From an optimization exercise on the open Yosys and OpenROAD flow, aimed at small area and a short achievable clock period; shortcuts taken in it are not production practice. Function was checked by simulation only, so behaviour that the tests miss may differ from the original.

===== design/flow/run.sh =====
#!/bin/bash
# synth_recipe.tcl (not shown) runs the flow's synth.tcl, then flattens the netlist and writes it again
# the make line also repeats each setting of config.mk as NAME=value (left out here)
make -C /OpenROAD-flow-scripts/flow DESIGN_CONFIG=/design/flow/config.mk WORK_HOME=/design/flow/orfs CLKGATE_MAP_FILE= SYNTH_SCRIPT=/design/flow/synth_recipe.tcl finish

===== design/flow/config.mk =====
export PLATFORM = sky130hd
export DESIGN_NAME = pow_5_pipe
export DESIGN_NICKNAME = pow_5_pipe
export VERILOG_FILES = /design/flow/design.v
export SDC_FILE = /design/flow/constraint.sdc
export NUM_CORES = 4
export LEC_CHECK = 0
export CAP_MARGIN = 20
export CORE_MARGIN = 2
export CORE_UTILIZATION = 40
export SLEW_MARGIN = 20

===== design/flow/constraint.sdc =====
create_clock -name core_clock -period 6.4 [get_ports {clock}]
set_input_delay 1.2800 -clock core_clock [delete_from_list [all_inputs] [get_ports {clock}]]
set_output_delay 1.2800 -clock core_clock [all_outputs]
set_load 0.01 [all_outputs]

===== design/flow/design.v =====
module pow_5_pipe
(
    input             clock,
    input      [17:0] n,
    output reg [17:0] n_pow_5
);
    reg [17:0] n_1, n_2, n_3;
    reg [17:0] n_pow_2, n_pow_3, n_pow_4;
    always @(posedge clock)
    begin
        n_1 <= n;
        n_2 <= n_1;
        n_3 <= n_2;
        n_pow_2 <= n * n;
        n_pow_3 <= n_pow_2 * n_1;
        n_pow_4 <= n_pow_3 * n_2;
        n_pow_5 <= n_pow_4 * n_3;
    end
endmodule

==> run notes <==
worst min path at each step:
stage,from,slack [ps],endpoint
2_1_floorplan,n_1[16],320,n_2[16]
3_3_place_gp,n_1[16],330,n_2[16]
3_5_place_dp,n_1[16],350,n_2[16]
4_1_cts,n_1[16],360,n_2[16]
5_1_grt,n_1[16],370,n_2[16]
6_report,n_1[16],360,n_2[16]
flip-flops by register name, indices dropped and copies added, names as in the netlist:
name,count
n_pow_3,18
n_3,18
n_pow_2,17
n_pow_5,18
n_2,17
n_1,17
n_pow_4,17
kinds of logic after synthesis:
family                   count (synthesis)  share of synthesized area
flip-flops                             122                      0.115
AND/OR/NAND/NOR                        618                      0.146
multiplexers                             1                   0.000473
other                                    2                   0.000355
buffers and inverters                  686                      0.122
XOR/XNOR                               156                     0.0646
adder cells (fa/ha/maj)                630                      0.519
AO/OA/AOI/OAI                          101                     0.0318
critical path: stages:
cell and delay [ps]:
clkdlybuf4s50_1 560, nand2_1 160, inv_1 70, fa_1 530
inv_1 50, fa_1 460, fa_1 550, inv_1 60
fa_1 490, fa_1 500, inv_1 50, fa_1 470
inv_1 40, ha_1 200, or3_1 430, o21ai_0 200
a21oi_1 90, a41oi_1 170, a21boi_1 180
placed cells by master, fill, tap and decap left out, types with 9 or more instances in the layout:
cell and count:
a21o_1 17, a21oi_1 28, and2_1 284, buf_4 35, clkbuf_16 17, clkdlybuf4s50_1 36
conb_1 10, dfxtp_1 122, fa_1 412, ha_1 218, inv_1 623, nand2_1 286
nor2_1 22, nor2b_1 9, o21a_1 11, o21ai_0 10, o21ai_1 10, xnor2_1 125
xor2_1 31
cell usage after synthesis, types with 9 or more instances:
cell type	count
a21o_1	17
o21ai_1	10
ha_1	218
xor2_1	31
o21ai_0	10
fa_1	412
inv_1	623
xnor2_1	125
and2_1	284
nand2_1	286
nor2_1	22
o21a_1	11
clkbuf_1	59
a21oi_1	28
dfxtp_1	122
nor2b_1	9
metal layers:
layer,up-vias,share of wire,global-route usage
met3,78,0.031,0.0258
li1,6711,-,-
met2,242,0.52,0.341
met1,7372,0.43,0.227
met5,-,0,0
met4,0,0.023,0.0589
final cells by class:
cell class,instances,area [um2]
inverter,623,2340
fill,5114,29300
timing repair buffer,74,683
clock buffer,17,425
sequential,122,2440
multi-input combinational,1516,16200
clock inverter,15,198
tap,688,861
==> flow_summary.yaml <==
worst_setup_path:
  startpoint: "n[5]"
  critPathCaptureType: "flop"
  rr_worst_depth: 17
  r2r-end: "n_pow_4[13]"
  critPathKind: "in2reg"
  r2r-start: "n_2[3]"
  reg2reg_slack_ps: 930
  crit_path_start_kind: "input port"
  worstPathArrival_ps: 6550
  worstPathMaxFanout: 6
  cp-endpoint: "n_pow_2[16]"
  crit_required_ps: 6810
layout:
  nets: 3003
  fin_util: 0.441
  instances_no_fill: 3055
  drive_above_1_share: 0.0325
  insertedDiodeCount: 0
  fin_area_mm2: 0.0231
  area_growth_pct: 9.25
clock_tree:
  postCtsHoldBufs: 0
  cts_made_buffers: 17
  post_cts_buffers: 0
  clock_latency_ps: 470
  cts.sinks: 122
  h-tree-depth: 4
  cts_root_buf: "clkbuf_16"
  clock_path_buffers: 2
  cts.clk_slew.worst_paths_ps: 60
  cts_tree: "built"
  cts-resized-gates: 0
timing:
  final.setup_skew_ps: 12.2
  setup_viol: 0
  rsz0062_at_grt: "false"
  finalHoldViolCount: 0
  fin_ws_ps: 260
  fin_setup_tns_ps: 0
  hold_slack_ps: 358
  tightestPinTransition_ps: 969
  period_share: 0.959
  fin_crit_ps: 6140
  clock.fmax_mhz: 163
  maxSlewViolCount: 0
  slew_headroom: 0.353
yosys:
  avgSynthCellArea_um2: 9.13
  synth_top_cell_area_share: 0.390
  synth_area_mm2: 0.0211
  synth-edff-count: 0
  synth.area.top_cells: "fa_1 (39%), ha_1 (13%), dfxtp_1 (12%)"
  synth-seq-cells: 122
  ys.warnings.count: 1
  yosysTopAreaCell: "fa_1"
  ys_seq_area_frac: 0.115
  async_reset_ff_frac: 0
  ys.flop_type: "dfxtp_1"
  post_synth_num_cell_types: 41
  syn_inst: 2316
route:
  drtIter0Drc: 605
  via_per_inst: 4.71
  wl_per_cell_um: 15.0
  detail-route-antenna-nets: 0
  drc: 0
  wl_um: 45800
  dr.pass1.iters: 5
  vias: 14400
grt:
  antenna_found_initial: 0
  grt_max_degree: 29
  grt_pass1_wl_um: 80000
  grt_overflow: 0
  grt_pass1_vias: 16400
  grt_usage: 0.187
place:
  post_dp_cell_area_mm2: 0.0225
  place_ws_ps: -203
  place_congestion: 0.809
  dp_hpwl_um: 37800
  io_buffers: 36
  dp.cells: 3023
floorplanning:
  fp-row-count: 84
  core_area_mm2: 0.0524
  die_h_um: 234
  dieArea_mm2: 0.0547
  start_util: 0.403
  ios: 37
  die_x_um: 234
outcome:
  status: "complete, no violations"
worst_hold_path:
  hp-class: "reg2reg"
  hold_depth: 0
job:
  drv_cap: 0

-- separate check: timing with driven ports --
How much do the figures lean on ideal ports? The routed layout below was timed once more, with nothing changed but the port constraints. Step 1, drivers: a clkbuf_16 drives clock and a buf_2 each remaining input, both assumed. Step 2 also shifts input and output timing later by t, the mid clock arrival at the registers, as if the neighbouring blocks saw the same clock. Slacks: ideal / step 1 / step 2; pairs: ideal / step 1.
t, ns: 0.518
setup WS [ns]: 0.260 / 0.288 / -0.231
latest minus earliest clock arrival (ns): 0.013 / 0.013
pins driven straight from the clock port: 1
Met with ideal ports but missed after step 2: setup timing in this run. The setup slack of this run moves by +0.028 ns with the drivers and by -0.491 ns with both steps.
